This design comes from an exercise in tuning for small area on the open sky130 flow, not from production work.
Only simulation tests tie the RTL to the original design; equivalence was not proved.
Power figures rest on the tool's default switching activity, not on a simulated workload.

File: flow/flow/run.sh
#!/bin/bash
# Layout: the standard flow with four changes:
#  - synthesis is the standard synthesis, except that ABC maps the logic with the
#    area-oriented script flow/abc_map.script (registers are mapped before ABC runs, so
#    they are the same as the standard synthesis's);
#  - the port buffers are buf_1 cells (every input and output port still gets one);
#  - the clock tree is built from clkbuf_4 over sink clusters of at most 10;
#  - the clock tree gets no dummy loads.
# Logs: synth.log and standard.log here, and ORFS's per-step logs under orfs/logs.
set -euo pipefail
rm -rf scripts_abc
cp -r "$FLOW_HOME/scripts" scripts_abc
cp flow/abc_map.script scripts_abc/abc_speed.script
bash standard.sh "SCRIPTS_DIR=$PWD/scripts_abc" synth > synth.log 2>&1
CTS="-sink_clustering_enable -repair_clock_nets -dont_use_dummy_load"
CTS="$CTS -buf_list {sky130_fd_sc_hd__clkbuf_4}"
CTS="$CTS -sink_clustering_size 10 -sink_clustering_max_diameter 40"
bash standard.sh "CTS_ARGS=$CTS" "BUFFER_PORTS_ARGS=-buffer_cell sky130_fd_sc_hd__buf_1" finish > standard.log 2>&1
File: flow/flow/abc_map.script
strash
dc2
dch -f
amap -F 3 -A 8
strash
dc2
dch -f
amap -F 3 -A 8
topo
File: flow/standard.sh
#!/bin/bash
# synth_recipe.tcl (not shown) runs the flow's synth.tcl, then flattens the netlist and writes it again
# the make line also repeats each setting of config.mk as NAME=value (left out here)
make -C /OpenROAD-flow-scripts/flow DESIGN_CONFIG=/design/flow/config.mk WORK_HOME=/design/flow/orfs CLKGATE_MAP_FILE= SYNTH_SCRIPT=/design/flow/synth_recipe.tcl "${@:-finish}"
File: flow/config.mk
export PLATFORM = sky130hd
export DESIGN_NAME = Dmac_Top
export DESIGN_NICKNAME = Dmac_Top
export VERILOG_FILES = /design/flow/design.v
export SDC_FILE = /design/flow/constraint.sdc
export NUM_CORES = 4
export LEC_CHECK = 0
export CAP_MARGIN = 20
export CORE_MARGIN = 2
export CORE_UTILIZATION = 70
export PLACE_DENSITY = 0.85
export SLEW_MARGIN = 20
File: flow/constraint.sdc
create_clock -name core_clock -period 10.0 [get_ports {clk}]
set_input_delay 2.0000 -clock core_clock [delete_from_list [all_inputs] [get_ports {clk}]]
set_output_delay 2.0000 -clock core_clock [all_outputs]
set_load 0.01 [all_outputs]
File: flow/design.v
module Fifo_Datapath (
    input  logic        clk,
    input  logic        rst,
    input  logic        wc_en,
    input  logic        rc_en,
    input  logic        rd_show,
    input  logic [31:0] Data_in,
    output logic [31:0] Data_out,
    output logic        full,
    output logic        fifo_empty
);
    localparam int DEPTH = 15;
    logic [31:0] Memory [DEPTH-1:0];
    logic [3:0]  count;
    logic        wr_ok, rd_ok;
    assign full       = (count == 4'd15);
    assign fifo_empty = (count == 4'd0);
    assign wr_ok      = wc_en && !full;
    assign rd_ok      = rc_en && !fifo_empty;
    always_ff @(posedge clk) begin
        if (wr_ok) begin
            Memory[0] <= Data_in;
            for (int i = 1; i < DEPTH; i++)
                Memory[i] <= Memory[i-1];
        end
    end
    always_ff @(posedge clk or posedge rst) begin
        if (rst)
            count <= 4'd0;
        else if (wr_ok != rd_ok)
            count <= wr_ok ? count + 4'd1 : count - 4'd1;
    end
    logic [3:0] sel;
    assign sel = rd_show ? count : 4'd0;
    always_comb begin
        Data_out = 32'b0;
        for (int i = 0; i < DEPTH; i++)
            Data_out = Data_out | (Memory[i] & {32{sel == 4'(i + 1)}});
    end
endmodule
module channel_ctrl(
    input  logic       clk,
    input  logic       rst,
    input  logic       channel_en,
    input  logic       readyIn,
    input  logic       fifo_full,
    input  logic       fifo_empty,
    input  logic       bsz,
    input  logic       tslb,
    input  logic       tsz,
    input  logic [1:0] M_HResp,
    output logic       irq,
    output logic [1:0] HTrans,
    output logic       write,
    output logic       b_sel, d_sel, t_sel, s_sel, h_sel,
    output logic       d_en, s_en, ts_en, burst_en, count_en, sz_en,
    output logic       rd_en, wr_en,
    output logic       trigger
);
    typedef enum logic [2:0] {
        DISABLED      = 3'b000,
        ENABLED       = 3'b001,
        READ_WAIT     = 3'b010,
        HOLD_READ     = 3'b011,
        WRITE_WAIT    = 3'b100,
        HOLD_WRITE    = 3'b101
    } state_t;
    localparam IDLE     = 2'b00;
    localparam BUSY     = 2'b01;
    localparam NON_SEQ  = 2'b10;
    localparam SEQ      = 2'b11;
    state_t current_state, next_state;
    always_ff @(posedge clk or posedge rst) begin
        if (rst)
            current_state <= DISABLED;
        else
            current_state <= next_state;
    end
    always_comb begin
        case (current_state)
            DISABLED: begin
                next_state = (channel_en) ? ENABLED : DISABLED;
            end
            ENABLED: begin
                next_state = tsz ? DISABLED : READ_WAIT;
            end
            READ_WAIT: begin
                if (!readyIn)
                    next_state = READ_WAIT;
                else if (!channel_en && readyIn) 
                    next_state = HOLD_READ;
                else if (channel_en && readyIn && !bsz && !M_HResp)
                    next_state = READ_WAIT;
                else if (channel_en && readyIn && bsz && (M_HResp == 0))
                    next_state = WRITE_WAIT;
                else
                    next_state = READ_WAIT;
            end
            HOLD_READ: begin
                if (channel_en && bsz) begin
                    next_state = WRITE_WAIT;
                end else if (channel_en && !bsz) begin
                    next_state = READ_WAIT;
                end else begin
                    next_state = HOLD_READ;
                end
            end
            WRITE_WAIT: begin
                if (!readyIn)
                    next_state = WRITE_WAIT;
                else if (channel_en && tsz && bsz)
                    next_state = DISABLED;
                else if (!channel_en && readyIn)
                    next_state = HOLD_WRITE; 
                else if (channel_en && readyIn && !bsz && (M_HResp == 0))
                    next_state = WRITE_WAIT; 
                else if (channel_en && readyIn && bsz && (M_HResp == 0))
                    next_state = READ_WAIT;
                else
                    next_state = WRITE_WAIT;
            end
            HOLD_WRITE: begin
                if (channel_en && !bsz) begin
                    next_state = WRITE_WAIT;
                end else if (channel_en && bsz) begin
                    if (tsz)
                        next_state = DISABLED;
                    else 
                        next_state = READ_WAIT;
                end else begin
                    next_state = HOLD_WRITE;
                end
            end
            default: next_state = current_state;
        endcase
    end
    always_comb begin
        irq       = 0;
        b_sel     = 0;
        d_sel     = 0;
        t_sel     = 0;
        s_sel     = 0;
        h_sel     = 0;
        d_en      = 0;
        s_en      = 0;
        ts_en     = 0;
        burst_en  = 0;
        count_en  = 0;
        sz_en     = 0;
        rd_en     = 0;
        wr_en     = 0;
        trigger   = 0;
        write     = 0;
        HTrans    = IDLE;
        case (current_state)
            DISABLED: begin
                if (channel_en) begin
                    t_sel     = 1;
                    d_sel     = 1;
                    s_sel     = 1;
                    burst_en  = 1;
                    s_en      = 1;
                    d_en      = 1;
                    sz_en     = 1;
                    ts_en     = 1;
                    HTrans    = IDLE;
                end
            end
            ENABLED: begin
                if (tsz) begin
                    irq = 1;
                end else if (channel_en) begin
                    write = 0;
                    count_en  = 1;
                    s_en = 1;
                    HTrans    = NON_SEQ;
                end
            end
            READ_WAIT: begin
                if (!readyIn && bsz) begin
                    write     = 0;
                    HTrans    = BUSY;
                    h_sel = 1;
                end else if (!readyIn && !bsz) begin
                    write = 0;
                    HTrans = BUSY;
                end else if (!channel_en && readyIn) begin
                    wr_en = 1;
                    HTrans = IDLE;
                end else if (channel_en && readyIn && (M_HResp == 0) && !bsz)  begin
                    write     = 0;
                    wr_en     = 1;
                    count_en  = 1;
                    s_en      = 1;
                    HTrans    = SEQ;
                end else if (channel_en && bsz && (M_HResp == 0) && readyIn)  begin
                    wr_en = 1;
                    ts_en = 1;
                    count_en = 1;
                    write    = 1;
                    h_sel    = 1;
                    d_en     = 1;
                    HTrans    = NON_SEQ;
                end
            end
            HOLD_READ: begin
                if (channel_en && !bsz) begin
                    count_en = 1;
                    s_en     = 1;
                    HTrans   = SEQ;
                end else if (channel_en && bsz) begin
                    ts_en = 1;
                    write = 1;
                    h_sel = 1;
                    d_en = 1;
                    count_en = 1;
                    HTrans = NON_SEQ;
                end else
                    HTrans = IDLE;
            end
            WRITE_WAIT: begin
                if (!readyIn && bsz) begin
                    write     = 1;
                    HTrans    = BUSY;
                    h_sel = 0;
                    trigger = 1;
                end else if (!readyIn && !bsz) begin
                    h_sel = 1;
                    trigger = 1;
                    HTrans = BUSY;
                    write = 1;
                end else if (!channel_en && readyIn) begin
                    rd_en = 1;
                    trigger = 1;
                    HTrans = IDLE;
                end else if (channel_en && tsz && bsz) begin
                    irq = 1;
                    rd_en = 1;
                    trigger = 1;
                    HTrans = IDLE;
                end else if (channel_en && readyIn && (M_HResp == 0) && !bsz) begin
                    h_sel = 1;
                    write = 1;
                    trigger = 1;
                    rd_en = 1;
                    d_en      =  1;
                    count_en  = 1;
                    HTrans    = SEQ;
                end
                else if (channel_en && readyIn && (M_HResp == 0) && !tslb && bsz) begin
                    h_sel = 0;
                    write = 0;
                    count_en  = 1;
                    s_en = 1;
                    trigger = 1;
                    rd_en = 1;
                    HTrans    = NON_SEQ;
                end else if (channel_en && readyIn && (M_HResp == 0) && tslb && bsz) begin
                    burst_en = 1;
                    b_sel = 1;
                    write = 0;
                    count_en  = 1;
                    s_en = 1;
                    h_sel = 0;
                    trigger = 1;
                    rd_en = 1;
                    HTrans    = NON_SEQ;
                end
            end
            HOLD_WRITE: begin
                if (channel_en && !bsz) begin
                    h_sel = 1;
                    write = 1;
                    d_en = 1;
                    count_en = 1;
                    HTrans = SEQ;
                end else if (channel_en && bsz) begin
                    if (tsz) begin
                        irq = 1;
                        HTrans = IDLE;
                    end else if (tslb) begin
                        burst_en = 1;
                        b_sel   = 1;
                        count_en = 1;
                        s_en = 1;
                        HTrans = NON_SEQ;
                    end else if (!tslb) begin
                        count_en = 1;
                        s_en = 1;
                        HTrans = NON_SEQ;
                    end
            end
        end
        endcase
    end
endmodule
module Dmac_Channel_Datapath (
    input  logic        clk,
    input  logic        rst,
    input  logic        s_sel,
    input  logic        d_sel,
    input  logic        b_sel,
    input  logic        t_sel,
    input  logic        s_en,
    input  logic        d_en,
    input  logic        ts_en,
    input  logic        burst_en,
    input  logic        count_en,
    input  logic        h_sel,
    input  logic        wr_en,
    input  logic        rd_en,
    input  logic        trigger,
    input  logic        out_en,
    input  logic [31:0] S_Address,
    input  logic [31:0] D_Address,
    input  logic [31:0] T_Size,
    input  logic [3:0]  B_Size,
    input  logic [31:0] R_Data,
    input  logic [1:0]  HSize,
    output logic        bs0,
    output logic        tslb,
    output logic        ts0,
    output logic        fifo_full,
    output logic        fifo_empty,
    output logic [31:0] MAddress,
    output logic [31:0] MWData,
    output logic [3:0]  MWStrb
);
    logic [31:0] Src_Addr, Dst_Addr, Transfer_Size;
    logic [3:0]  Burst_Size;
    logic [31:2] Incr_Addr;
    assign Incr_Addr = MAddress[31:2] + 30'd1;
    always_ff @(posedge clk or posedge rst) begin
        if (rst)
            Src_Addr <= 32'b0;
        else if (s_en)
            Src_Addr <= s_sel ? S_Address : {Incr_Addr, Src_Addr[1:0]};
    end
    always_ff @(posedge clk) begin
        if (d_en)
            Dst_Addr <= d_sel ? D_Address : {Incr_Addr, Dst_Addr[1:0]};
    end
    always_ff @(posedge clk) begin
        if (ts_en)
            Transfer_Size <= t_sel ? T_Size : Transfer_Size - {28'b0, Burst_Size};
    end
    always_ff @(posedge clk) begin
        if (burst_en)
            Burst_Size <= (B_Size == 4'd0 || b_sel) ? 4'd1 : B_Size;
    end
    assign tslb = (Transfer_Size[31:4] == 28'b0) && (Transfer_Size[3:0] < B_Size);
    assign ts0  = (Transfer_Size == 32'b0);
    logic [3:0] Decrement_Counter;
    always_ff @(posedge clk or posedge rst) begin
        if (rst)
            Decrement_Counter <= 4'b0;
        else if (count_en)
            Decrement_Counter <= bs0 ? (tslb ? 4'd0 : Burst_Size - 4'd1) : Decrement_Counter - 4'd1;
    end
    assign bs0 = (Decrement_Counter == 4'd0);
    assign MAddress = h_sel ? Dst_Addr : Src_Addr;
    Fifo_Datapath fifo_inst (
        .clk        (clk),
        .rst        (rst),
        .wc_en      (wr_en),
        .rc_en      (rd_en),
        .rd_show    (trigger && out_en),
        .Data_in    (R_Data),
        .Data_out   (MWData),
        .full       (fifo_full),
        .fifo_empty (fifo_empty)
    );
    always_comb begin
        MWStrb = 4'b0000;
        if (trigger) begin
            case (HSize)
                2'b00: MWStrb = 4'b0001 << Src_Addr[1:0];                    
                2'b01: MWStrb = (Src_Addr[1:0] == 2'b00) ? 4'b0011 :         
                                (Src_Addr[1:0] == 2'b10) ? 4'b1100 : 4'b0000;
                2'b10: MWStrb = 4'b1111;                                     
                default: MWStrb = 4'b0000;
            endcase
        end
    end
endmodule
module Dmac_Channel (
    input  logic        clk,
    input  logic        rst,
    input  logic        channel_en,
    input  logic        out_en,
    input  logic        readyIn,
    input  logic [1:0]  M_HResp,
    input  logic [31:0] S_Address,
    input  logic [31:0] D_Address,
    input  logic [31:0] T_Size,
    input  logic [3:0]  B_Size,
    input  logic [31:0] R_Data,
    input  logic [1:0]  HSize,
    output logic        irq,
    output logic        write,
    output logic [1:0]  HTrans,
    output logic [31:0] MAddress,
    output logic [31:0] MWData,
    output logic  [3:0] MWStrb
);
    logic s_sel, d_sel, b_sel, t_sel;
    logic s_en, d_en, ts_en, burst_en, count_en, sz_en;
    logic h_sel, rd_en, wr_en;
    logic fifo_full, fifo_empty;
    logic trigger;
    logic bs0, tslb, ts0;
    Dmac_Channel_Datapath datapath_inst (
        .clk         (clk),
        .rst         (rst),
        .s_sel       (s_sel),
        .d_sel       (d_sel),
        .b_sel       (b_sel),
        .t_sel       (t_sel),
        .s_en        (s_en),
        .d_en        (d_en),
        .ts_en       (ts_en),
        .burst_en    (burst_en),
        .count_en    (count_en),
        .h_sel       (h_sel),
        .wr_en       (wr_en),
        .rd_en       (rd_en),
        .trigger     (trigger),
        .out_en      (out_en),
        .S_Address   (S_Address),
        .D_Address   (D_Address),
        .T_Size      (T_Size),
        .B_Size      (B_Size),
        .R_Data      (R_Data),
        .HSize       (HSize),
        .bs0         (bs0),
        .tslb        (tslb),
        .ts0         (ts0),
        .fifo_full   (fifo_full),
        .fifo_empty  (fifo_empty),
        .MAddress    (MAddress),
        .MWData      (MWData),
        .MWStrb      (MWStrb)
    );
    channel_ctrl controller_inst (
        .clk         (clk),
        .rst         (rst),
        .channel_en  (channel_en),
        .readyIn     (readyIn),
        .fifo_full   (fifo_full),
        .fifo_empty  (fifo_empty),
        .bsz         (bs0),
        .tslb        (tslb),
        .tsz         (ts0),
        .M_HResp     (M_HResp),
        .irq         (irq),
        .HTrans      (HTrans),
        .write       (write),
        .b_sel       (b_sel),
        .d_sel       (d_sel),
        .t_sel       (t_sel),
        .s_sel       (s_sel),
        .h_sel       (h_sel),
        .d_en        (d_en),
        .s_en        (s_en),
        .ts_en       (ts_en),
        .burst_en    (burst_en),
        .count_en    (count_en),
        .rd_en       (rd_en),
        .wr_en       (wr_en),
        .trigger     (trigger)
    );
endmodule
module Dmac_Main_Ctrl(
    input  logic clk,
    input  logic rst,
    input  logic [1:0] DmacReq,
    input  logic con_new_sel,
    input  logic irq,
    input  logic Bus_Grant,
    input  logic C_config,
    output logic con_sel,
    output logic Bus_Req,
    output logic HReadyOut,
    output logic [1:0] S_HResp,
    output logic Interrupt,
    output logic con_en,
    output logic Channel_en_1, Channel_en_2,
    output logic hold,
    output logic [1:0] ReqAck
);
    typedef enum logic [1:0] {
        IDLE     = 2'b00,
        MSB_REQ  = 2'b01,
        LSB_REQ  = 2'b10,
        WAIT     = 2'b11
    } state_t;
    state_t current_state, next_state;
    always_ff @(posedge clk or posedge rst) begin
        if (rst)
            current_state <= IDLE;
        else
            current_state <= next_state;
    end
    always_comb begin
        hold         = 0;
        Bus_Req      = 0;
        Interrupt    = 0;
        con_en       = 0;
        con_sel      = 0;
        HReadyOut    = 0;
        ReqAck       = 2'b00;
        S_HResp      = 2'b00;
        next_state   = current_state;   
        case (current_state)
            IDLE: begin
                if (DmacReq[1] == 1'b1) begin
                    hold     = 1;
                    Bus_Req  = 1;
                    next_state = MSB_REQ;
                end else if (DmacReq == 2'b01) begin
                    hold     = 1;
                    Bus_Req  = 1;
                    next_state = LSB_REQ;
                end
            end
            MSB_REQ: begin
                if (!irq && ({C_config, Bus_Grant} == 2'b11)) begin
                    con_en       = 0;
                    con_sel      = 0;
                    ReqAck       = 2'b10;
                    next_state   = WAIT;
                end else if (irq && ({C_config, Bus_Grant} == 2'b11)) begin
                    Interrupt  = 1;
                    con_sel = 1;
                    next_state = IDLE;
                end else
                    Bus_Req = 1;
            end
            LSB_REQ: begin
                if (!irq && ({C_config, Bus_Grant} == 2'b11)) begin
                    con_en       = 1;
                    con_sel      = 1;
                    ReqAck       = 2'b01;
                    next_state   = WAIT;
                end else if (irq && ({C_config, Bus_Grant} == 2'b11)) begin
                    Interrupt  = 1;
                    con_sel = 1;
                    next_state = IDLE;
                end else
                    Bus_Req = 1;
            end
            WAIT: begin
                if (({Bus_Grant, con_new_sel} == 2'b00)) begin
                    next_state = MSB_REQ;
                    Bus_Req    = 1;
                end else if (({Bus_Grant, con_new_sel} == 2'b01)) begin
                    next_state = LSB_REQ;
                    Bus_Req    = 1;
                    con_sel    = 1;
                end else
                 if (!irq && !con_new_sel) begin
                    con_sel    = 0;
                    con_en     = 1;
                    next_state = WAIT;
                end else if (!irq && con_new_sel) begin
                    con_sel    = 1;
                    con_en     = 1;
                    next_state = WAIT;
                end else if (irq && ({Bus_Grant, con_new_sel} == 2'b10)) begin
                    Interrupt  = 1;
                    con_sel = con_new_sel;
                    next_state = IDLE;
                end else if (irq && ({Bus_Grant, con_new_sel} == 2'b11)) begin
                    Interrupt  = 1;
                    con_sel = con_new_sel;
                    next_state = IDLE;
                end
            end
        endcase
    end
    always_comb begin
        Channel_en_1 = 0;
        Channel_en_2 = 0;
        case (current_state)
            MSB_REQ: Channel_en_1 = C_config && Bus_Grant;
            LSB_REQ: Channel_en_2 = C_config && Bus_Grant;
            WAIT: begin
                Channel_en_1 = Bus_Grant && !con_new_sel;
                Channel_en_2 = Bus_Grant && con_new_sel;
            end
            default: ;
        endcase
    end
endmodule
module Dmac_Main_Datapath(
    input logic clk,
    input logic rst,
    input logic write,
    input logic HSel,
    input logic [1:0] STrans,  
    input logic channel_en_1,
    input logic channel_en_2,
    input logic [31:0] HWData,
    input logic [31:0] HAddr,
    input logic [31:0] MRData,
    input logic HReady,
    input logic [1:0] M_HResp,
    input logic con_en,
    input logic con_sel,
    output logic C_config,
    output logic irq,
    output logic con_new_sel,
    output logic [31:0] MAddress,
    output logic [31:0] MWData,
    output logic [3:0] MBurst_Size,
    output logic MWrite,
    output logic [3:0] MWStrb,
    output logic [1:0] MTrans
);
logic dmac_selected;
logic [3:0] decoded_address;
logic [31:0] Size_Reg, SAddr_Reg, DAddr_Reg;
logic [31:0] Ctrl_Reg;  
logic [5:2] latched_address;
logic latched_write, latched_sel;
logic latched_STrans;
assign  dmac_selected = latched_write && latched_STrans && latched_sel;
assign decoded_address = latched_address[5:2];
assign C_config = Ctrl_Reg[16];
always_ff @( posedge clk ) begin
    if (rst) begin
        latched_address <= 4'b0;
        latched_write <= 0;
        latched_STrans <= 1'b0;
        latched_sel <= 0;
    end else begin
        latched_address <= HAddr[5:2];
        latched_STrans <= STrans[1];
        latched_sel <= HSel;
        latched_write <= write;
    end
end
always_ff @(posedge clk or posedge rst) begin
    if (rst) begin
        Size_Reg <= 32'b0;
        SAddr_Reg <= 32'b0;
        DAddr_Reg <= 32'b0;
        Ctrl_Reg <= 32'b0;
    end
    else if (irq)
        Ctrl_Reg <= 32'b0;
    else if (dmac_selected) begin
        case (decoded_address)
            4'b0000: Size_Reg <=  HWData;
            4'b0001: SAddr_Reg <= HWData;
            4'b0010: DAddr_Reg <= HWData;
            4'b0011: Ctrl_Reg <=  HWData;
            default: ;
        endcase
    end
end
logic irq_1;
logic write_1;
logic [1:0]  MTrans_1;
logic [31:0] MAddress_1;
logic [31:0] MWData_1;
logic [3:0] MWStrb_1;
Dmac_Channel channel_1 (
    .clk(clk),
    .rst(rst),
    .channel_en(channel_en_1),
    .out_en(!con_sel),
    .readyIn(HReady),
    .M_HResp(M_HResp),
    .S_Address(SAddr_Reg),
    .D_Address(DAddr_Reg),
    .T_Size(Size_Reg),
    .B_Size(Ctrl_Reg[3:0]),
    .R_Data(MRData),
    .HSize(Ctrl_Reg[5:4]),
    .irq(irq_1),
    .write(write_1),
    .HTrans(MTrans_1),
    .MAddress(MAddress_1),
    .MWData(MWData_1),
    .MWStrb(MWStrb_1)
);
logic irq_2;
logic write_2;
logic [1:0]  MTrans_2;
logic [31:0] MAddress_2;
logic [31:0] MWData_2;
logic [3:0] MWStrb_2;
Dmac_Channel channel_2 (
    .clk(clk),
    .rst(rst),
    .channel_en(channel_en_2),
    .out_en(con_sel),
    .readyIn(HReady),
    .M_HResp(M_HResp),
    .S_Address(SAddr_Reg),
    .D_Address(DAddr_Reg),
    .T_Size(Size_Reg),
    .B_Size(Ctrl_Reg[3:0]) ,
    .R_Data(MRData),
    .HSize(Ctrl_Reg[5:4]),
    .irq(irq_2),
    .write(write_2),
    .HTrans(MTrans_2),
    .MAddress(MAddress_2),
    .MWData(MWData_2),
    .MWStrb(MWStrb_2)
);
assign MAddress = con_sel? MAddress_2 : MAddress_1;
assign MWData = MWData_1 | MWData_2;  
assign MTrans = con_sel? MTrans_2 : MTrans_1;
assign MBurst_Size = Ctrl_Reg[3:0];
assign MWrite = con_sel? write_2 : write_1;
assign irq = irq_1 || irq_2; 
assign MWStrb = con_sel? MWStrb_2 : MWStrb_1;
always_ff @(posedge clk or posedge rst) begin
    if (rst) begin
        con_new_sel <= 0;
    end
    else if (con_en) begin
        con_new_sel <= con_sel;
    end
end
endmodule
module Dmac_Top (
    input  logic        clk,
    input  logic        rst,
    input  logic        write,
    input  logic        HSel,
    input  logic [1:0]  STrans,
    input  logic [31:0] HWData,
    input  logic [31:0] HAddr,
    input  logic [31:0] MRData,
    input  logic        HReady,
    input  logic [1:0]  M_HResp,
    output logic HReadyOut,
    output logic [1:0] S_HResp,
    input  logic [1:0]  DmacReq,      
    input  logic        Bus_Grant,   
    output logic [31:0] MAddress,
    output logic [31:0] MWData,
    output logic [3:0]  MBurst_Size,
    output logic        MWrite,
    output logic [1:0]  MTrans,
    output logic [3:0]  MWStrb,
    output logic        Bus_Req,
    output logic        Interrupt,
    output logic [1:0]  ReqAck
);
    logic con_sel, con_en, irq, con_new_sel, C_config;
    logic hold;
    logic channel_en_1, channel_en_2;
    Dmac_Main_Datapath datapath_inst (
        .clk            (clk),
        .rst            (rst),
        .write          (write),
        .HSel           (HSel),
        .STrans         (STrans),
        .channel_en_1   (channel_en_1),
        .channel_en_2   (channel_en_2),
        .HWData         (HWData),
        .HAddr          (HAddr),
        .MRData         (MRData),
        .HReady         (HReady),
        .M_HResp          (M_HResp),
        .con_en         (con_en),
        .con_sel        (con_sel),
        .C_config       (C_config),
        .irq            (irq),
        .con_new_sel    (con_new_sel),
        .MAddress       (MAddress),
        .MWData         (MWData),
        .MBurst_Size    (MBurst_Size),
        .MWrite         (MWrite),
        .MTrans         (MTrans),
        .MWStrb         (MWStrb)
    );
    Dmac_Main_Ctrl controller_inst (
        .clk            (clk),
        .rst            (rst),
        .DmacReq        (DmacReq),
        .con_new_sel    (con_new_sel),
        .irq            (irq),
        .Bus_Grant      (Bus_Grant),
        .C_config       (C_config),
        .con_sel        (con_sel),
        .HReadyOut      (HReadyOut),
        .S_HResp          (S_HResp),
        .Bus_Req        (Bus_Req),
        .Interrupt      (Interrupt),
        .con_en         (con_en),
        .Channel_en_1   (channel_en_1),
        .Channel_en_2   (channel_en_2),
        .hold           (hold),
        .ReqAck         (ReqAck)
    );
endmodule
==> results of run 1 <==
## sequential cells by signal, indices dropped and copies added, names as in the netlist, 32 cells and up
register                                                flops
datapath_inst.channel_1.datapath_inst.Transfer_Size        32
datapath_inst.channel_2.datapath_inst.Src_Addr             32
datapath_inst.channel_2.datapath_inst.fifo_inst.Memory    480
datapath_inst.channel_2.datapath_inst.Dst_Addr             32
datapath_inst.SAddr_Reg                                    32
datapath_inst.Size_Reg                                     32
datapath_inst.channel_1.datapath_inst.fifo_inst.Memory    480
datapath_inst.channel_2.datapath_inst.Transfer_Size        32
datapath_inst.channel_1.datapath_inst.Src_Addr             32
datapath_inst.channel_1.datapath_inst.Dst_Addr             32
datapath_inst.DAddr_Reg                                    32
## metrics by stage
| stage | power [mW] | cell area (um^2) |
|---|---|---|
| 5_1_grt | 11.1 | 54300 |
| 6_report | 10.7 | 54300 |
| 3_3_place_gp | 8.33 | 53000 |
| 3_5_place_dp | 8.43 | 53100 |
| 2_1_floorplan | 8.21 | 50300 |
| 4_1_cts | 10.7 | 54300 |
## cell usage in the layout (no fill, tap or decap), types with 5 or more instances in the layout
| cell type | count |
|---|---|
| a21oi_1 | 78 |
| a221o_1 | 6 |
| a221oi_1 | 21 |
| a222oi_1 | 201 |
| a22o_1 | 19 |
| a22oi_1 | 171 |
| a31oi_1 | 7 |
| buf_1 | 157 |
| buf_12 | 8 |
| buf_4 | 69 |
| clkbuf_4 | 162 |
| clkinv_1 | 289 |
| dfrtp_1 | 192 |
| dfxtp_1 | 7 |
| edfxtp_1 | 1096 |
| ha_1 | 29 |
| nand2_1 | 229 |
| nand3_1 | 65 |
| nand4_1 | 59 |
| nor2_1 | 197 |
| nor2_4 | 27 |
| nor2b_1 | 11 |
| nor3_1 | 58 |
| nor3_2 | 7 |
| nor4_1 | 8 |
| o211ai_1 | 55 |
| o21a_1 | 19 |
| o21ai_0 | 200 |
| o221ai_1 | 8 |
| o22a_1 | 23 |
| o22ai_1 | 194 |
| o311ai_0 | 5 |
| or2_0 | 16 |
| or3_1 | 16 |
| or4_1 | 11 |
## cells by family after synthesis
kind of cell	count (synthesis)
AO/OA/AOI/OAI	1045
adder cells (fa/ha/maj)	33
buffers and inverters	305
flip-flops	1295
other	1
AND/OR/NAND/NOR	719
## layer usage
layer  wire length, um  GRT usage  vias to the layer above
met5                45          0                        -
met1             47100      0.522                    16500
met4              6520      0.175                        8
li1                  -          -                    14600
met3             22100      0.103                      581
met2             61700      0.548                     3101
## worst min-delay path by stage
| stage | slack [ns] | to | depth (start not counted) | startpoint |
|---|---|---|---|---|
| finish | 0.36 | register | 0 | register |
| global route | 0.39 | register | 0 | register |
| CTS | 0.39 | register | 0 | register |
| detailed placement | 0.43 | register | 0 | register |
| global placement | 0.43 | register | 0 | register |
| floorplan | 0.42 | register | 0 | register |
## cell type report
type                    count  area, um^2  share of cell area
well taps                 950        1190              0.0219
diodes                      3        7.51            0.000138
flip-flops and latches   1295       37900               0.697
multi-input cells        1800       11600               0.213
clock buffers             162        1220              0.0224
repair buffers            236        1320              0.0244
inverters                 298        1150              0.0212
## power by group through the flow
stage          combinational [mW]  sequential (mW)  clock [mW]
4_1_cts                      1.20             7.12        2.38
3_5_place_dp                 1.20             7.22           0
2_1_floorplan               0.851             7.36           0
3_3_place_gp                 1.15             7.18           0
6_report                     1.22             7.14        2.37
5_1_grt                      1.35             7.18        2.57
## worst max-delay path, stage by stage
cell       delay, ns
buf_1           0.22
clkinv_1        0.20
nor2_2          0.20
clkinv_2        0.09
o21ai_0         0.54
clkinv_2        0.29
nor2_1          0.27
clkinv_1        0.15
o21ai_0         0.11
o311a_1         0.18
nor2_1          0.10
nor2_1          0.21
o21ai_4         0.12
o211ai_1        0.12
clkinv_1        0.22
nand3_1         0.41
nor2_4          0.28
a222oi_1        0.43
nand3_1         0.12
a2111oi_0       0.63
nand4_1         0.39
buf_1           0.22
==> summary.json, run 1 <==
{
  "placement.io_buffers": 157,
  "max_clock_freq_ghz": 0.105,
  "clock_sinks": 1295,
  "critical_path_destination": "MWData[31]",
  "cellLeakagePower_nw": 17.7,
  "worstPathArrival_ns": 7.51,
  "largest_family_of_logic_cells_by_synthesized_area": "compound AO/OA/AOI/OAI gates",
  "synth.largest_area_cell": "edfxtp_1",
  "required_ns": 8.00,
  "top_flip_flop_cell_by_instance_count_after_synthesis": "edfxtp_1",
  "finalWorstSetupSlack_ns": 0.490,
  "maximum_number_of_pins_on_one_net_before_global_route_repair": 180,
  "grt_antenna_before_repair": 8,
  "maxSlewViolCount": 0,
  "postSynthAreaPerCell_um2": 14.8,
  "die_width_um": 272,
  "placement.setup.worst_slack_ns": 0.684,
  "place_inst": 4578,
  "number_of_detailed_routing_iterations_run_before_antenna_repair": 27,
  "nFillCells": 4049,
  "unrepaired_setup_endpoints_after_global_routing": "false",
  "critPathLaunchType": "input pin",
  "start_util": 0.705,
  "post_synth_instance_area_mm2": 0.0502,
  "rows": 98,
  "layout_area_overhead_pct": 8.11,
  "finalCritPeriodShare": 0.951,
  "synth.distinct_cells": 52,
  "number_of_drc_violations_after_detailed_routing_iteration_0": 6967,
  "adder_and_majority_gate_portion_of_the_synthesized_area": 0.00882,
  "synth_edf_count": 1096,
  "final_hold_viol_count": 0,
  "startpoint": "Bus_Grant",
  "yosys.area.top_type_share": 0.655,
  "boundaryPins": 190,
  "worst-setup-path-type": "in -> out",
  "number_of_routed_nets_with_antenna_violations": 0,
  "reg2regPathDepth": 41,
  "dr_total_vias": 34800,
  "netlist_top_cells_count": "edfxtp_1, clkinv_1, nand2_1",
  "netSwitchingFraction": 0.271,
  "hpwlAfterDp_mm": 82.8,
  "p_per_area_mw_per_mm2": 198,
  "remaining_drc_errors": 0,
  "tritoncts.num_buffers": 162,
  "globalRouteOverflowTotal": 0,
  "worst_slew_pin_slew_ns": 1.17,
  "cell_internal_pwr_mw": 7.83,
  "die-area_mm2": 0.0739,
  "core_area_mm2": 0.0712,
  "clock-root-buffer": "clkbuf_4",
  "number_of_global_route_vias_before_repair": 34300,
  "synthMostInstantiatedCell": "edfxtp_1",
  "drive_above_1_share": 0.0781,
  "clk_pin_slew_worst_paths_ns": 0.10,
  "routabilityCongestion": 0.895,
  "nNetsFinal": 3934,
  "clk-insertion-delay-late_ns": 1.07,
  "slew_headroom": 0.216,
  "worstPathMaxFanout": 20,
  "cts.repair_timing.setup_buffer_count": 0,
  "clock_tree_buf_depth": 3,
  "ys_seq_elements": 1295,
  "final.hold.worst_slack_ns": 0.363,
  "cts-hold-fix-buffers": 0,
  "switchingPower_mw": 2.91,
  "htree_levels": 4,
  "timing.clock.skew_ns": 0.160,
  "status": "timing/DRC/antenna clean",
  "async_reset_ff_frac": 0.148,
  "ff2ff_setup_slack_ns": 2.39,
  "non_filler_cells_in_the_finished_layout": 4744,
  "pwr-share-seq": 0.665,
  "fraction_of_the_mapped_netlist_area_in_compound_gates": 0.150,
  "max_cap_violations": 0,
  "postRouteWirelength_mm": 137,
  "finalCoreUtilization": 0.762,
  "syn-instance-count": 3398,
  "yosysSeqAreaShare": 0.754,
  "grt_first_pass_wirelength_mm": 204,
  "post_synth_main_area_contributors": "edfxtp_1, dfrtp_1, a222oi_1, a22oi_1, o22ai_1",
  "cts_tree": "built",
  "comb_power_share": 0.114,
  "global_route.usage.total": 0.371,
  "peakVddDrop_v": 0.000194,
  "worstReg2RegEnd": "datapath_inst.channel_1.datapath_inst.Dst_Addr[30]",
  "setup_tns_ns": 0,
  "capturing_element_type_of_the_critical_path": "output port",
  "power_frac_clock": 0.221,
  "synth-xor-area-share": 0,
  "min-delay-path-class": "reg -> reg",
  "min_period_ns": 9.51,
  "post_drt_via_cell_ratio": 7.33,
  "postCtsResizedCells": 0,
  "number_of_warnings_issued_by_yosys": 6,
  "route.detailed.wl_per_inst_um": 29.0,
  "die-height_um": 272,
  "finalSetupViolCount": 0,
  "rr_startpoint": "controller_inst.current_state[1]",
  "synth_simple_gate_area_frac": 0.0642,
  "post_synth_mux_area_share": 0
}
==> inputs of run 2 (changes only) <==
==> flow/config.mk (replaced) <==
export PLATFORM = sky130hd
export DESIGN_NAME = Dmac_Top
export DESIGN_NICKNAME = Dmac_Top
export VERILOG_FILES = /design/flow/design.v
export SDC_FILE = /design/flow/constraint.sdc
export NUM_CORES = 4
export LEC_CHECK = 0
export CAP_MARGIN = 10
export CORE_MARGIN = 2
export CORE_UTILIZATION = 60
export PLACE_DENSITY = 0.75
export SLEW_MARGIN = 10
==> summary.json, run 2 <==
{
  "status": "timing/DRC/antenna clean",
  "clk_pin_slew_worst_paths_ns": 0.09,
  "peakVddDrop_v": 0.000170,
  "layout_area_overhead_pct": 8.51,
  "post_dp_cell_area_mm2": 0.0533,
  "number_of_detailed_routing_iterations_run_before_antenna_repair": 10,
  "ff2ff_setup_slack_ns": 2.44,
  "synthMostInstantiatedCell": "edfxtp_1",
  "cp_top_family": "simple AND/OR/NAND/NOR gates",
  "cellLeakagePower_nw": 17.7,
  "synth.largest_area_cell": "edfxtp_1",
  "route.detailed.wl_per_inst_um": 27.8,
  "comb_power_share": 0.113,
  "power_frac_clock": 0.224,
  "ys_seq_elements": 1295,
  "postSynthAreaPerCell_um2": 14.8,
  "yosysSeqAreaShare": 0.754,
  "pwr-share-seq": 0.663,
  "nNetsFinal": 3945,
  "top_flip_flop_cell_by_instance_count_after_synthesis": "edfxtp_1",
  "setup_tns_ns": 0,
  "number_of_global_route_vias_before_repair": 32900,
  "cts.repair_timing.setup_buffer_count": 0,
  "rows": 106,
  "start_util": 0.603,
  "routabilityCongestion": 0.876,
  "post_synth_main_area_contributors": "edfxtp_1, dfrtp_1, a222oi_1, a22oi_1, o22ai_1",
  "maxSlewViolCount": 0,
  "global_route.usage.total": 0.316,
  "die_width_um": 293,
  "remaining_drc_errors": 0,
  "worst_slew_pin_slew_ns": 1.21,
  "clock-root-buffer": "clkbuf_4",
  "globalRouteOverflowTotal": 0,
  "slew_headroom": 0.193,
  "postCtsResizedCells": 0,
  "yosys.area.top_type_share": 0.655,
  "grt_first_pass_wirelength_mm": 201,
  "post_drt_via_cell_ratio": 6.95,
  "min_period_ns": 9.53,
  "netSwitchingFraction": 0.269,
  "cts_tree": "built",
  "clk-insertion-delay-late_ns": 1.12,
  "non_filler_cells_in_the_finished_layout": 4884,
  "largestRegisters": "datapath_inst.channel_1.datapath_inst.fifo_inst.Memory x480, datapath_inst.channel_2.datapath_inst.fifo_inst.Memory x480",
  "grt_antenna_before_repair": 4,
  "worstReg2RegEnd": "datapath_inst.channel_1.datapath_inst.Dst_Addr[30]",
  "clock_tree_buf_depth": 3,
  "reg2regPathDepth": 41,
  "critPathLaunchType": "input pin",
  "cell_internal_pwr_mw": 7.85,
  "timing.critical_path.mode_cell": "clkinv_1",
  "clock_sinks": 1295,
  "startpoint": "Bus_Grant",
  "most_common_cell_after_layout_fill_and_taps_aside": "edfxtp_1",
  "placement.io_buffers": 157,
  "number_of_routed_nets_with_antenna_violations": 0,
  "cts-hold-fix-buffers": 0,
  "die-area_mm2": 0.0861,
  "required_ns": 8.00,
  "number_of_drc_violations_after_detailed_routing_iteration_0": 5667,
  "nFillCells": 5940,
  "maximum_number_of_pins_on_one_net_before_global_route_repair": 190,
  "p_per_area_mw_per_mm2": 197,
  "switchingPower_mw": 2.89,
  "post_synth_instance_area_mm2": 0.0502,
  "hpwlAfterDp_mm": 82.3,
  "postLayoutCellArea_mm2": 0.0545,
  "unrepaired_setup_endpoints_after_global_routing": "false",
  "htree_levels": 4,
  "worstPathArrival_ns": 7.53,
  "boundaryPins": 190,
  "synth.distinct_cells": 52,
  "netlist_top_cells_count": "edfxtp_1, clkinv_1, nand2_1",
  "worst_path_max_delay_cell": "nor2_4",
  "max_cap_violations": 0,
  "critical-path-max-stage-delay_ns": 0.96,
  "max_clock_freq_ghz": 0.105,
  "worstPathMaxFanout": 19,
  "number_of_warnings_issued_by_yosys": 6,
  "critical_path_depth": 23,
  "postRouteWirelength_mm": 136,
  "async_reset_ff_frac": 0.148,
  "drive_above_1_share": 0.0807,
  "finalSetupViolCount": 0,
  "dr_total_vias": 34000,
  "critical_path_destination": "MWData[25]",
  "die-height_um": 293,
  "place_inst": 4715,
  "rr_startpoint": "controller_inst.current_state[1]",
  "cp.buffers_inverters": 9,
  "min-delay-path-class": "reg -> reg",
  "layout_common_cells": "edfxtp_1, clkinv_1, nand2_1, a222oi_1, o21ai_0",
  "timing.clock.skew_ns": 0.201,
  "worstPathCellList": "buf_1, clkinv_1, nor2_2, clkinv_2, o21ai_0, clkinv_2, nor2_1, clkinv_1, o21ai_0, o311a_1, nor2_1, nor2_1, o21ai_4, clkinv_1, o211ai_1, clkinv_1, nand3_1, nor2_4, buf_4, a221oi_1, nand4_1, or4_1, buf_1",
  "tritoncts.num_buffers": 167,
  "core_area_mm2": 0.0833,
  "synth_edf_count": 1096,
  "worst-setup-path-type": "in -> out",
  "syn-instance-count": 3398,
  "capturing_element_type_of_the_critical_path": "output port",
  "worstHoldPathCells": 0,
  "final_hold_viol_count": 0,
  "finalCritPeriodShare": 0.953
}
==> run 2: cell counts after synthesis <==
Identical to the previous run, type by type.
==> run 2: worst register-to-register path, delay by kind of cell, from the launching register on <==
| kind | cells | cell delay [ns] |
|---|---|---|
| AO/OA/AOI/OAI | 5 | 1.55 |
| flip-flops | 1 | 0.39 |
| adder cells (fa/ha/maj) | 2 | 0.44 |
| buffers and inverters | 7 | 1.28 |
| AND/OR/NAND/NOR | 27 | 3.74 |
==> run 2: cells by family (layout without fill, tap and decap cells) <==
group / after synthesis / count (layout) / synth area share
buffers and inverters: 305 / 707 / 0.0233
flip-flops: 1295 / 1295 / 0.754
AO/OA/AOI/OAI: 1045 / 1045 / 0.150
other: 1 / 5 / 0.0000746
adder cells (fa/ha/maj): 33 / 33 / 0.00882
AND/OR/NAND/NOR: 719 / 719 / 0.0642
==> run 2: worst min-delay path by stage <==
stage / end / slack, ns / from
4_1_cts: register / 0.36 / register
2_1_floorplan: register / 0.42 / register
3_3_place_gp: register / 0.43 / register
3_5_place_dp: register / 0.43 / register
6_report: register / 0.37 / register
5_1_grt: register / 0.37 / register
==> run 2: metal layers <==
metal,global-route usage,up-vias,part of all wire
li1,-,14700,-
met1,0.445,16300,0.37
met2,0.470,2625,0.45
met3,0.0897,367,0.15
met4,0.129,2,0.040
met5,0,-,0.000059
==> run 2: area by class of cell <==
| type | instances | area (um^2) | share of cell area |
|---|---|---|---|
| Antenna cell | 2 | 5.00 | 0.0000918 |
| Clock buffer | 167 | 1250 | 0.0230 |
| Inverter | 298 | 1150 | 0.0212 |
| Multi-Input combinational cell | 1800 | 11600 | 0.212 |
| Sequential cell | 1295 | 37900 | 0.694 |
| Tap cell | 1080 | 1350 | 0.0248 |
| Timing Repair Buffer | 242 | 1330 | 0.0244 |
==> run 2: stage by stage <==
| step | utilization | hold WS (ns) | power [mW] | setup slack (ns) |
|---|---|---|---|---|
| after floorplan | - | 0.421 | 8.21 | -12.28 |
| after global placement | 0.639 | 0.427 | 8.36 | 0.827 |
| after detailed placement | 0.639 | 0.432 | 8.42 | 0.630 |
| after CTS | 0.654 | 0.362 | 10.8 | 0.623 |
| after global routing | 0.654 | 0.373 | 11.2 | 0.202 |
| final | 0.655 | 0.374 | 10.7 | 0.471 |
==> run 2: power groups by stage <==
| stage | logic [mW] | registers, mW | clock network (mW) |
|---|---|---|---|
| final | 1.22 | 7.12 | 2.40 |
| after global routing | 1.35 | 7.18 | 2.63 |
| after CTS | 1.21 | 7.11 | 2.44 |
| after detailed placement | 1.20 | 7.22 | 0 |
| after global placement | 1.17 | 7.19 | 0 |
| after floorplan | 0.851 | 7.36 | 0 |
==> inputs of run 3 (changes only) <==
==> flow/flow/run.sh (replaced) <==
#!/bin/bash
# Layout: the standard flow with four changes:
#  - synthesis is the standard synthesis, except that ABC maps the logic with the
#    area-oriented script flow/abc_map.script (registers are mapped before ABC runs, so
#    they are the same as the standard synthesis's);
#  - the port buffers are buf_1 cells (every input and output port still gets one);
#  - the clock tree is built from clkbuf_4/clkbuf_8 over sink clusters of at most 10;
#  - the clock tree gets no dummy loads.
# Logs: synth.log and standard.log here, and ORFS's per-step logs under orfs/logs.
set -euo pipefail
rm -rf scripts_abc
cp -r "$FLOW_HOME/scripts" scripts_abc
cp flow/abc_map.script scripts_abc/abc_speed.script
bash standard.sh "SCRIPTS_DIR=$PWD/scripts_abc" synth > synth.log 2>&1
CTS="-sink_clustering_enable -repair_clock_nets -dont_use_dummy_load"
CTS="$CTS -buf_list {sky130_fd_sc_hd__clkbuf_4 sky130_fd_sc_hd__clkbuf_8}"
CTS="$CTS -sink_clustering_size 10 -sink_clustering_max_diameter 40"
bash standard.sh "CTS_ARGS=$CTS" "BUFFER_PORTS_ARGS=-buffer_cell sky130_fd_sc_hd__buf_1" finish > standard.log 2>&1
==> summary.json, run 3 <==
{
  "ff2ff_setup_slack_ns": 2.34,
  "worstHoldPathCells": 0,
  "cp.buffers_inverters": 9,
  "dr_total_vias": 34100,
  "number_of_drc_violations_after_detailed_routing_iteration_0": 6190,
  "worstReg2RegEnd": "datapath_inst.channel_1.datapath_inst.Dst_Addr[30]",
  "critPathLaunchType": "input pin",
  "cellLeakagePower_nw": 18.2,
  "grt_first_pass_wirelength_mm": 203,
  "post_synth_main_area_contributors": "edfxtp_1, dfrtp_1, a222oi_1, a22oi_1, o22ai_1",
  "post_dp_cell_area_mm2": 0.0533,
  "top_flip_flop_cell_by_instance_count_after_synthesis": "edfxtp_1",
  "worst_path_max_delay_cell": "nor2_4",
  "finalCoreUtilization": 0.667,
  "clk_pin_slew_worst_paths_ns": 0.07,
  "worstPathMaxFanout": 18,
  "remaining_drc_errors": 0,
  "die-height_um": 293,
  "timing.clock.skew_ns": 0.149,
  "cp_top_family": "simple AND/OR/NAND/NOR gates",
  "worst-setup-path-type": "in -> out",
  "ys_seq_elements": 1295,
  "tritoncts.num_buffers": 167,
  "post_drt_via_cell_ratio": 6.98,
  "clock_tree_buf_depth": 3,
  "start_util": 0.603,
  "capturing_element_type_of_the_critical_path": "output port",
  "layout_common_cells": "edfxtp_1, clkinv_1, nand2_1, a222oi_1, o21ai_0",
  "hpwlAfterDp_mm": 82.3,
  "nNetsFinal": 3945,
  "boundaryPins": 190,
  "cts-hold-fix-buffers": 0,
  "unrepaired_setup_endpoints_after_global_routing": "false",
  "setup_tns_ns": 0,
  "slew_headroom": 0.183,
  "post_synth_instance_area_mm2": 0.0502,
  "most_common_cell_after_layout_fill_and_taps_aside": "edfxtp_1",
  "postLayoutCellArea_mm2": 0.0556,
  "number_of_detailed_routing_iterations_run_before_antenna_repair": 9,
  "cts.repair_timing.setup_buffer_count": 0,
  "routabilityCongestion": 0.876,
  "number_of_global_route_vias_before_repair": 33100,
  "synth.largest_area_cell": "edfxtp_1",
  "netlist_top_cells_count": "edfxtp_1, clkinv_1, nand2_1",
  "route.detailed.wl_per_inst_um": 28.1,
  "number_of_routed_nets_with_antenna_violations": 0,
  "yosys.area.top_type_share": 0.655,
  "drive_above_1_share": 0.0807,
  "core_area_mm2": 0.0833,
  "postCtsResizedCells": 0,
  "min_period_ns": 9.45,
  "htree_levels": 4,
  "required_ns": 8.00,
  "synthMostInstantiatedCell": "edfxtp_1",
  "clock-root-buffer": "clkbuf_8",
  "globalRouteOverflowTotal": 0,
  "global_route.usage.total": 0.318,
  "critical-path-max-stage-delay_ns": 0.97,
  "max_clock_freq_ghz": 0.106,
  "final.hold.worst_slack_ns": 0.371,
  "multiInputGateArea_mm2": 0.0116,
  "clock_sinks": 1295,
  "die-area_mm2": 0.0861,
  "status": "timing/DRC/antenna clean",
  "worstPathArrival_ns": 7.45,
  "maxSlewViolCount": 0,
  "async_reset_ff_frac": 0.148,
  "rows": 106,
  "reg2regPathDepth": 41,
  "clk-insertion-delay-late_ns": 0.87,
  "rr_startpoint": "controller_inst.current_state[1]",
  "largestRegisters": "datapath_inst.channel_1.datapath_inst.fifo_inst.Memory x480, datapath_inst.channel_2.datapath_inst.fifo_inst.Memory x480",
  "timing.critical_path.mode_cell": "clkinv_1",
  "synth.distinct_cells": 52,
  "layout.area.seq_mm2": 0.0379,
  "synth_edf_count": 1096,
  "postRouteWirelength_mm": 137,
  "yosysSeqAreaShare": 0.754,
  "finalCritPeriodShare": 0.945,
  "syn-instance-count": 3398,
  "finalSetupViolCount": 0,
  "number_of_warnings_issued_by_yosys": 6,
  "worstPathCellList": "buf_1, clkinv_1, nor2_2, clkinv_2, o21ai_0, clkinv_2, nor2_1, clkinv_1, o21ai_0, o311a_1, nor2_1, nor2_1, o21ai_4, clkinv_1, o211ai_1, clkinv_1, nand3_1, nor2_4, buf_4, a221oi_1, nand4_1, or4_1, buf_1",
  "placement.io_buffers": 157,
  "die_width_um": 293,
  "final_hold_viol_count": 0,
  "postSynthAreaPerCell_um2": 14.8,
  "worst_slew_pin_slew_ns": 1.23,
  "grt_antenna_before_repair": 5,
  "min-delay-path-class": "reg -> reg",
  "nFillCells": 5757,
  "layout_area_overhead_pct": 10.6,
  "maximum_number_of_pins_on_one_net_before_global_route_repair": 190,
  "max_cap_violations": 0,
  "p_per_area_mw_per_mm2": 208,
  "cts_tree": "built",
  "peakVddDrop_v": 0.000168
}
==> run 3: routing by layer <==
layer	GRT usage	up-vias	part of all wire
li1	-	14600	-
met5	0	-	0
met1	0.456	16500	0.37
met4	0.121	0	0.038
met2	0.476	2646	0.45
met3	0.0807	381	0.14
==> run 3: where the power goes <==
| group | internal [mW] | total [mW] | switching (mW) |
|---|---|---|---|
| registers | 6.76 | 7.14 | 0.377 |
| logic | 0.332 | 1.22 | 0.887 |
| clock network | 1.47 | 3.22 | 1.75 |
| total | 8.57 | 11.6 | 3.02 |
==> run 3: worst register-to-register path, delay by kind of cell, from the launching register on <==
| family | cells | cell delay (ns) |
|---|---|---|
| DFF | 1 | 0.39 |
| AOI/OAI and AO/OA | 5 | 1.60 |
| buffers and inverters | 7 | 1.30 |
| and+or+nand+nor | 27 | 3.77 |
| adders and majority gates | 2 | 0.44 |
==> run 3: worst max path at each step <==
stage	start	slack (ns)	to	depth (start not counted)
after floorplan	Bus_Grant	-12.28	register	15
after global placement	Bus_Grant	0.83	MWData[8]	22
after detailed placement	Bus_Grant	0.63	MWData[25]	23
after CTS	Bus_Grant	0.62	MWData[25]	23
after global routing	Bus_Grant	0.22	MWData[10]	24
final	Bus_Grant	0.55	MWData[25]	23
==> run 3: final cells by class <==
type / count / area share
Clock buffer: 167 / 0.0414
Timing Repair Buffer: 242 / 0.0239
Tap cell: 1080 / 0.0243
Antenna cell: 3 / 0.000135
Sequential cell: 1295 / 0.681
Inverter: 298 / 0.0208
Multi-Input combinational cell: 1800 / 0.208
==> run 3: metrics by stage <==
step	std cells	power [mW]	worst slack, ns
finish	4885	11.6	0.548
global route	4884	12.0	0.216
CTS	4882	11.6	0.616
detailed placement	4715	8.42	0.630
global placement	4715	8.36	0.827
floorplan	3400	8.21	-12.28
==> run 3: kinds of logic after synthesis <==
family                   Yosys count  share of synthesized area
AND/OR/NAND/NOR                  719                     0.0642
flip-flops                      1295                      0.754
AO/OA/AOI/OAI                   1045                      0.150
adder cells (fa/ha/maj)           33                    0.00882
other                              1                  0.0000746
buffers and inverters            305                     0.0233
==> inputs of run 4 (changes only) <==
==> flow/flow/run.sh (replaced) <==
#!/bin/bash
# Layout: the standard flow with four changes:
#  - synthesis is the standard synthesis, except that ABC maps the logic with the
#    area-oriented script flow/abc_map.script (registers are mapped before ABC runs, so
#    they are the same as the standard synthesis's);
#  - the port buffers are buf_1 cells (every input and output port still gets one);
#  - the clock tree is built from clkbuf_4 over sink clusters of at most 10;
#  - the clock tree gets no dummy loads;
#  - after global routing, gates off the critical paths are downsized (RECOVER_POWER).
# Logs: synth.log and standard.log here, and ORFS's per-step logs under orfs/logs.
set -euo pipefail
rm -rf scripts_abc
cp -r "$FLOW_HOME/scripts" scripts_abc
cp flow/abc_map.script scripts_abc/abc_speed.script
bash standard.sh "SCRIPTS_DIR=$PWD/scripts_abc" synth > synth.log 2>&1
CTS="-sink_clustering_enable -repair_clock_nets -dont_use_dummy_load"
CTS="$CTS -buf_list {sky130_fd_sc_hd__clkbuf_4}"
CTS="$CTS -sink_clustering_size 10 -sink_clustering_max_diameter 40"
bash standard.sh "CTS_ARGS=$CTS" "BUFFER_PORTS_ARGS=-buffer_cell sky130_fd_sc_hd__buf_1" RECOVER_POWER=100 finish > standard.log 2>&1
==> summary.json, run 4 <==
{
  "worstPathMaxFanout": 17,
  "max_cap_violations": 17,
  "final.hold.worst_slack_ns": 0.365,
  "number_of_global_route_vias_before_repair": 32900,
  "required_ns": 8.00,
  "finalCritPeriodShare": 0.960,
  "post_dp_cell_area_mm2": 0.0533,
  "number_of_routed_nets_with_antenna_violations": 0,
  "largestRegisters": "datapath_inst.channel_1.datapath_inst.fifo_inst.Memory x480, datapath_inst.channel_2.datapath_inst.fifo_inst.Memory x480",
  "nNetsFinal": 3945,
  "setup_tns_ns": 0,
  "netlist_top_cells_count": "edfxtp_1, clkinv_1, nand2_1",
  "max_clock_freq_ghz": 0.104,
  "yosys.area.top_type_share": 0.655,
  "postCtsResizedCells": 0,
  "worstPathArrival_ns": 7.60,
  "layout_area_overhead_pct": 8.09,
  "placement.setup.worst_slack_ns": 0.630,
  "number_of_drc_violations_after_detailed_routing_iteration_0": 6018,
  "most_common_cell_after_layout_fill_and_taps_aside": "edfxtp_1",
  "boundaryPins": 190,
  "route.detailed.wl_per_inst_um": 27.8,
  "min-delay-path-class": "reg -> reg",
  "layout_common_cells": "edfxtp_1, clkinv_1, nand2_1, o21ai_0, a222oi_1",
  "clock_sinks": 1295,
  "rows": 106,
  "global_route.usage.total": 0.316,
  "synthMostInstantiatedCell": "edfxtp_1",
  "globalRouteOverflowTotal": 0,
  "remaining_drc_errors": 0,
  "postSynthAreaPerCell_um2": 14.8,
  "routabilityCongestion": 0.876,
  "placement.io_buffers": 157,
  "postLayoutCellArea_mm2": 0.0543,
  "drive_above_1_share": 0.0742,
  "cts.repair_timing.setup_buffer_count": 0,
  "postRouteWirelength_mm": 136,
  "maxSlewViolCount": 1346,
  "status": "complete, but fails checks",
  "hpwlAfterDp_mm": 82.3,
  "finalCoreUtilization": 0.652,
  "post_synth_instance_area_mm2": 0.0502,
  "ys_seq_elements": 1295,
  "final_hold_viol_count": 0,
  "slew_headroom": -3.08,
  "finalWorstSetupSlack_ns": 0.399,
  "syn-instance-count": 3398,
  "grt_busiest_layer": "met2",
  "clock_tree_buf_depth": 3,
  "dr_total_vias": 33900,
  "die-area_mm2": 0.0861,
  "clock-root-buffer": "clkbuf_4",
  "cts_tree": "built",
  "post_drt_via_cell_ratio": 6.94,
  "p_per_area_mw_per_mm2": 199,
  "grt_first_pass_wirelength_mm": 201,
  "top_flip_flop_cell_by_instance_count_after_synthesis": "edfxtp_1",
  "nFillCells": 5980,
  "grtUsageMet3": 0.0897,
  "number_of_warnings_issued_by_yosys": 6,
  "check-failures": "capacitance limit, slew limit",
  "timing.clock.skew_ns": 0.214,
  "peakVddDrop_v": 0.000146,
  "number_of_detailed_routing_iterations_run_before_antenna_repair": 9,
  "capturing_element_type_of_the_critical_path": "output port",
  "async_reset_ff_frac": 0.148,
  "total_power_consumption_mw": 10.8,
  "cellLeakagePower_nw": 17.6,
  "worst_slew_pin_slew_ns": 6.13,
  "htree_levels": 4,
  "finalSetupViolCount": 0,
  "die-height_um": 293,
  "gr-usage-met1": 0.445,
  "tritoncts.num_buffers": 167,
  "min_period_ns": 9.60,
  "clk-insertion-delay-late_ns": 1.13,
  "synth.largest_area_cell": "edfxtp_1",
  "non_filler_cells_in_the_finished_layout": 4883,
  "grt_antenna_before_repair": 4,
  "met2_track_demand_over_resource": 0.470,
  "unrepaired_setup_endpoints_after_global_routing": "false",
  "synth.distinct_cells": 52,
  "yosysSeqAreaShare": 0.754,
  "cts-hold-fix-buffers": 0,
  "maximum_number_of_pins_on_one_net_before_global_route_repair": 190,
  "post_synth_main_area_contributors": "edfxtp_1, dfrtp_1, a222oi_1, a22oi_1, o22ai_1",
  "clk_pin_slew_worst_paths_ns": 0.10,
  "place_inst": 4715,
  "worst-setup-path-type": "in -> out",
  "start_util": 0.603,
  "critPathLaunchType": "input pin",
  "die_width_um": 293,
  "core_area_mm2": 0.0833,
  "synth_edf_count": 1096
}
run 4: cell count changes in the layout (fill, tap and decap cells not counted), sizes merged:
cell / previous run / this run
clkbuf: 167 / 199
clkinv: 295 / 293
clkinvlp: 0 / 4
diode: 3 / 1
inv: 3 / 1
buf: 242 / 210
run 4: worst max-delay path, stage by stage:
cell        delay (ns)
clkbuf_1          0.22
clkinv_1          0.20
nor2_2            0.20
clkinv_2          0.09
o21ai_2           0.27
clkinvlp_2        0.34
nor2_1            0.25
clkinv_1          0.17
o21ai_0           0.11
o311a_1           0.26
nor2_1            0.12
nor2_1            0.19
o21ai_4           0.11
clkinv_1          0.08
o211ai_1          0.18
clkinv_1          0.28
nand3_1           0.35
nor2_2            0.83
buf_4             0.51
a22oi_1           0.17
nand2_1           0.13
a221oi_1          0.06
nand4_1           0.17
nor2_1            0.06
nand4_1           0.09
buf_1             0.16
run 4: path summary, 6_finish.rpt:
check	startpoint	to	slack, ns	cells past startpoint
setup reg to reg	datapath_inst.Ctrl_Reg[16]	register	1.28	10
setup / recovery	Bus_Grant	MWData[14]	0.40	26
max in group asynchronous	rst	datapath_inst.Size_Reg[20]	3.61	3
hold reg to reg	register	register	0.36	0
min in group asynchronous	rst	datapath_inst.Ctrl_Reg[0]	2.79	2
hold / removal	register	register	0.36	0
run 4: power by group:
part	switching [mW]	internal [mW]	total [mW]	leakage [nW]
clock network	1.63	0.766	2.40	0.768
logic	0.874	0.315	1.19	4.49
registers	0.371	6.83	7.20	12.4
total	2.88	7.91	10.8	17.6
run 4: kinds of logic after synthesis:
logic type,after synthesis,share of synthesized area
buf+inv,305,0.0233
simple gates,719,0.0642
flops,1295,0.754
fa+ha+maj,33,0.00882
compound gates,1045,0.150
other cells,1,0.0000746
run 4: metal layers:
| layer | share of wire | vias to the layer above | routed length (um) |
|---|---|---|---|
| met2 | 0.45 | 2605 | 61000 |
| met1 | 0.37 | 16300 | 49900 |
| met4 | 0.039 | 2 | 5360 |
| li1 | - | 14600 | - |
| met3 | 0.14 | 379 | 19500 |
| met5 | 0.000059 | - | 8 |
run 4: layout make-up:
cell class / count / area, um^2 / area share
Antenna cell: 1 / 2.50 / 0.0000461
Sequential cell: 1295 / 37900 / 0.697
Clock buffer: 167 / 1250 / 0.0231
Inverter: 298 / 1130 / 0.0208
Timing Repair Buffer: 242 / 1230 / 0.0226
Multi-Input combinational cell: 1800 / 11500 / 0.211
Tap cell: 1080 / 1350 / 0.0249
==> inputs of run 5 (changes only) <==
==> flow/flow/run.sh (replaced) <==
#!/bin/bash
# Layout: the standard flow with these changes:
#  - synthesis is the standard synthesis, except that ABC maps the logic with the
#    area-oriented script flow/abc_map.script and adders are left to ABC rather than
#    mapped to full/half-adder cells first (registers are mapped before ABC runs, so
#    they are the same as the standard synthesis's);
#  - the port buffers are buf_1 cells (every input and output port still gets one);
#  - the clock tree is built from clkbuf_4 over sink clusters of at most 10;
#  - the clock tree gets no dummy loads.
# Logs: synth.log and standard.log here, and ORFS's per-step logs under orfs/logs.
set -euo pipefail
rm -rf scripts_abc
cp -r "$FLOW_HOME/scripts" scripts_abc
cp flow/abc_map.script scripts_abc/abc_speed.script
bash standard.sh "SCRIPTS_DIR=$PWD/scripts_abc" "ADDER_MAP_FILE=" synth > synth.log 2>&1
CTS="-sink_clustering_enable -repair_clock_nets -dont_use_dummy_load"
CTS="$CTS -buf_list {sky130_fd_sc_hd__clkbuf_4}"
CTS="$CTS -sink_clustering_size 10 -sink_clustering_max_diameter 40"
bash standard.sh "CTS_ARGS=$CTS" "BUFFER_PORTS_ARGS=-buffer_cell sky130_fd_sc_hd__buf_1" finish > standard.log 2>&1
==> summary.json, run 5 <==
{
  "status": "timing/DRC/antenna clean",
  "nFillCells": 5637,
  "die_width_um": 292,
  "number_of_detailed_routing_iterations_run_before_antenna_repair": 12,
  "capturing_element_type_of_the_critical_path": "output port",
  "post_synth_mux_area_share": 0,
  "number_of_warnings_issued_by_yosys": 6,
  "layout_common_cells": "edfxtp_1, clkinv_1, a222oi_1, o22ai_1",
  "number_of_drc_violations_after_detailed_routing_iteration_0": 5917,
  "post_drt_via_cell_ratio": 6.93,
  "total_power_consumption_mw": 13.1,
  "critical-path-max-stage-delay_ns": 0.65,
  "fraction_of_the_mapped_netlist_area_in_compound_gates": 0.151,
  "largest_family_of_logic_cells_by_synthesized_area": "compound AO/OA/AOI/OAI gates",
  "remaining_drc_errors": 0,
  "min_period_ns": 9.30,
  "critical_path_destination": "MWData[28]",
  "synth_edf_count": 1096,
  "finalCoreUtilization": 0.672,
  "postSynthAreaPerCell_um2": 15.0,
  "route.detailed.wl_per_inst_um": 27.7,
  "worst_path_max_delay_cell": "or3_1",
  "maxSlewViolCount": 0,
  "worst-setup-path-type": "reg -> out",
  "peakVddDrop_v": 0.000263,
  "tritoncts.num_buffers": 167,
  "top_flip_flop_cell_by_instance_count_after_synthesis": "edfxtp_1",
  "final.hold.worst_slack_ns": 0.333,
  "cts-hold-fix-buffers": 0,
  "routabilityCongestion": 0.895,
  "finalCritPeriodShare": 0.930,
  "post_synth_main_area_contributors": "edfxtp_1, dfrtp_1, a222oi_1, o22ai_1, clkinv_1",
  "layout_area_overhead_pct": 10.6,
  "clock-root-buffer": "clkbuf_4",
  "worst_slew_pin_slew_ns": 1.35,
  "timing.clock.skew_ns": 0.178,
  "dr_total_vias": 34000,
  "ys_seq_elements": 1295,
  "ff2ff_setup_slack_ns": 1.29,
  "clock_sinks": 1295,
  "grt_first_pass_wirelength_mm": 201,
  "critPathLaunchType": "register",
  "async_reset_ff_frac": 0.148,
  "synth-xor-area-share": 0.000527,
  "synth_simple_gate_area_frac": 0.0636,
  "netlist_top_cells_count": "edfxtp_1, clkinv_1, a222oi_1",
  "synth.largest_area_cell": "edfxtp_1",
  "die-height_um": 292,
  "post_synth_instance_area_mm2": 0.0498,
  "clock_tree_buf_depth": 3,
  "die-area_mm2": 0.0854,
  "multiInputGateArea_mm2": 0.0112,
  "start_util": 0.607,
  "globalRouteOverflowTotal": 0,
  "number_of_global_route_vias_before_repair": 32700,
  "grt_antenna_before_repair": 5,
  "max_clock_freq_ghz": 0.107,
  "clk-insertion-delay-late_ns": 1.15,
  "htree_levels": 4,
  "drive_above_1_share": 0.128,
  "final_hold_viol_count": 0,
  "most_common_cell_after_layout_fill_and_taps_aside": "edfxtp_1",
  "slew_headroom": 0.0973,
  "number_of_routed_nets_with_antenna_violations": 0,
  "maximum_number_of_pins_on_one_net_before_global_route_repair": 194,
  "p_per_area_mw_per_mm2": 237,
  "required_ns": 8.00,
  "worstPathArrival_ns": 7.30,
  "worstPathCellList": "nor4_1, nand3_1, or2_0, nand4b_1, nor3_1, o311a_1, a31oi_1, buf_4, nor2_1, nor3_2, clkinv_1, o211ai_1, or3_1, nor2_4, buf_4, a222oi_1, nand3_1, nor4_1, nand2_1, buf_1",
  "adder_and_majority_gate_portion_of_the_synthesized_area": 0,
  "core_area_mm2": 0.0821,
  "global_route.usage.total": 0.316,
  "clk_pin_slew_worst_paths_ns": 0.11,
  "cellLeakagePower_nw": 18.2,
  "syn-instance-count": 3314,
  "yosys.area.top_type_share": 0.660,
  "largestRegisters": "datapath_inst.channel_1.datapath_inst.fifo_inst.Memory x480, datapath_inst.channel_2.datapath_inst.fifo_inst.Memory x480",
  "hpwlAfterDp_mm": 81.3,
  "synthMostInstantiatedCell": "edfxtp_1",
  "worstPathMaxFanout": 20,
  "placement.io_buffers": 157,
  "synth.distinct_cells": 47,
  "postRouteWirelength_mm": 136,
  "nNetsFinal": 3934,
  "rows": 105,
  "yosysSeqAreaShare": 0.759,
  "max_cap_violations": 0,
  "reg2regPathDepth": 69,
  "finalSetupViolCount": 0,
  "boundaryPins": 190,
  "min-delay-path-class": "reg -> reg",
  "cts_tree": "built",
  "layout.area.seq_mm2": 0.0379
}
[run 5: changes by cell type after synthesis, moves of 7 or more]
| cell | change |
|---|---|
| or3_1 | +11 |
| nor3_1 | -7 |
| o21ai_0 | -93 |
| o21bai_1 | +53 |
| o22a_1 | -7 |
| a222oi_1 | +40 |
| nand2_1 | -39 |
| o32a_1 | +11 |
| o21a_1 | -9 |
| ha_1 | -29 |
| o211ai_1 | -52 |
| a22oi_1 | -30 |
| a211oi_1 | +56 |
| clkinv_1 | +20 |
[run 5: worst min path at each step]
stage                          end  cells past startpoint
after floorplan           register                      0
after global placement    register                      0
after detailed placement  register                      0
after CTS                 register                      0
after global routing      register                      0
final                     register                      0
[run 5: kinds of logic after synthesis]
group                     after synthesis
and+or+nand+nor                       691
other                                   1
buffers and inverters                 325
AOI/OAI and AO/OA                     999
xor gates and xnor gates                3
DFF                                  1295
[run 5: timing repair]
action | in CTS | in global routing
resized for setup | 15 | 76
buffers inserted | 0 | 4
pin swaps | 0 | 12
setup endpoints to repair | 8 | 27
[run 5: critical path: cells and delay by family (launching register included)]
| kind | cells | cell delay [ns] |
|---|---|---|
| simple gates | 12 | 3.72 |
| buf+inv | 4 | 1.09 |
| compound gates | 4 | 0.92 |
| flops | 1 | 0.48 |
[run 5: final cells by class]
cell class                      instances  area share
Tap cell                             1070      0.0243
Timing Repair Buffer                  348      0.0401
Sequential cell                      1295       0.686
Clock buffer                          167      0.0227
Antenna cell                            7    0.000318
Inverter                              318      0.0222
Multi-Input combinational cell       1696       0.204
[run 5: per-stage QoR]
step / setup WS (ns) / std cells / setup TNS (ns) / cell area [um^2]
after floorplan: -4.17 / 3316 / -756.50 / 49900
after global placement: -1.24 / 4722 / -15.38 / 53600
after detailed placement: -1.44 / 4722 / -21.13 / 53600
after CTS: 0.00564 / 4889 / 0 / 54900
after global routing: -0.197 / 4901 / -0.569 / 55100
final: 0.696 / 4901 / 0 / 55100
[run 5: routing by layer]
layer / vias up / part of all wire / wire length (um) / track usage
met1: 16500 / 0.37 / 50000 / 0.457
met3: 319 / 0.14 / 19500 / 0.0736
met2: 2596 / 0.45 / 61400 / 0.473
li1: 14600 / - / - / -
met5: - / 0.00061 / 83 / 0.00454
met4: 6 / 0.035 / 4690 / 0.119
[run 5: report_power, final]
| part | switching (mW) | internal [mW] |
|---|---|---|
| logic | 1.49 | 0.548 |
| registers | 0.767 | 7.85 |
| clock network | 1.63 | 0.765 |
| total | 3.89 | 9.17 |

==> what the ideal ports hide <==
The flow's constraints put no driver on any port. The routed layouts listed below were extracted and timed again, unchanged, in two steps.
Step 1: set_driving_cell puts a clkbuf_16 on clk and a buf_2 on each other input, an assumption about the parent block.
Step 2 also shifts input and output timing later by t, the mid clock arrival at the registers, as if the neighbouring blocks saw the same clock.
a / b / c = ideal ports / drivers / drivers and shift; a / b = the first two.
run | shift t [ns] | setup slack, ns
run 1 | 1.053 | 0.490 / 0.468 / 0.468
run 2 | 1.079 | 0.471 / 0.448 / 0.448
run 3 | 0.863 | 0.548 / 0.524 / 0.524
run 4 | 1.085 | 0.399 / 0.375 / -0.467
run 5 | 1.127 | 0.696 / 0.634 / -0.262
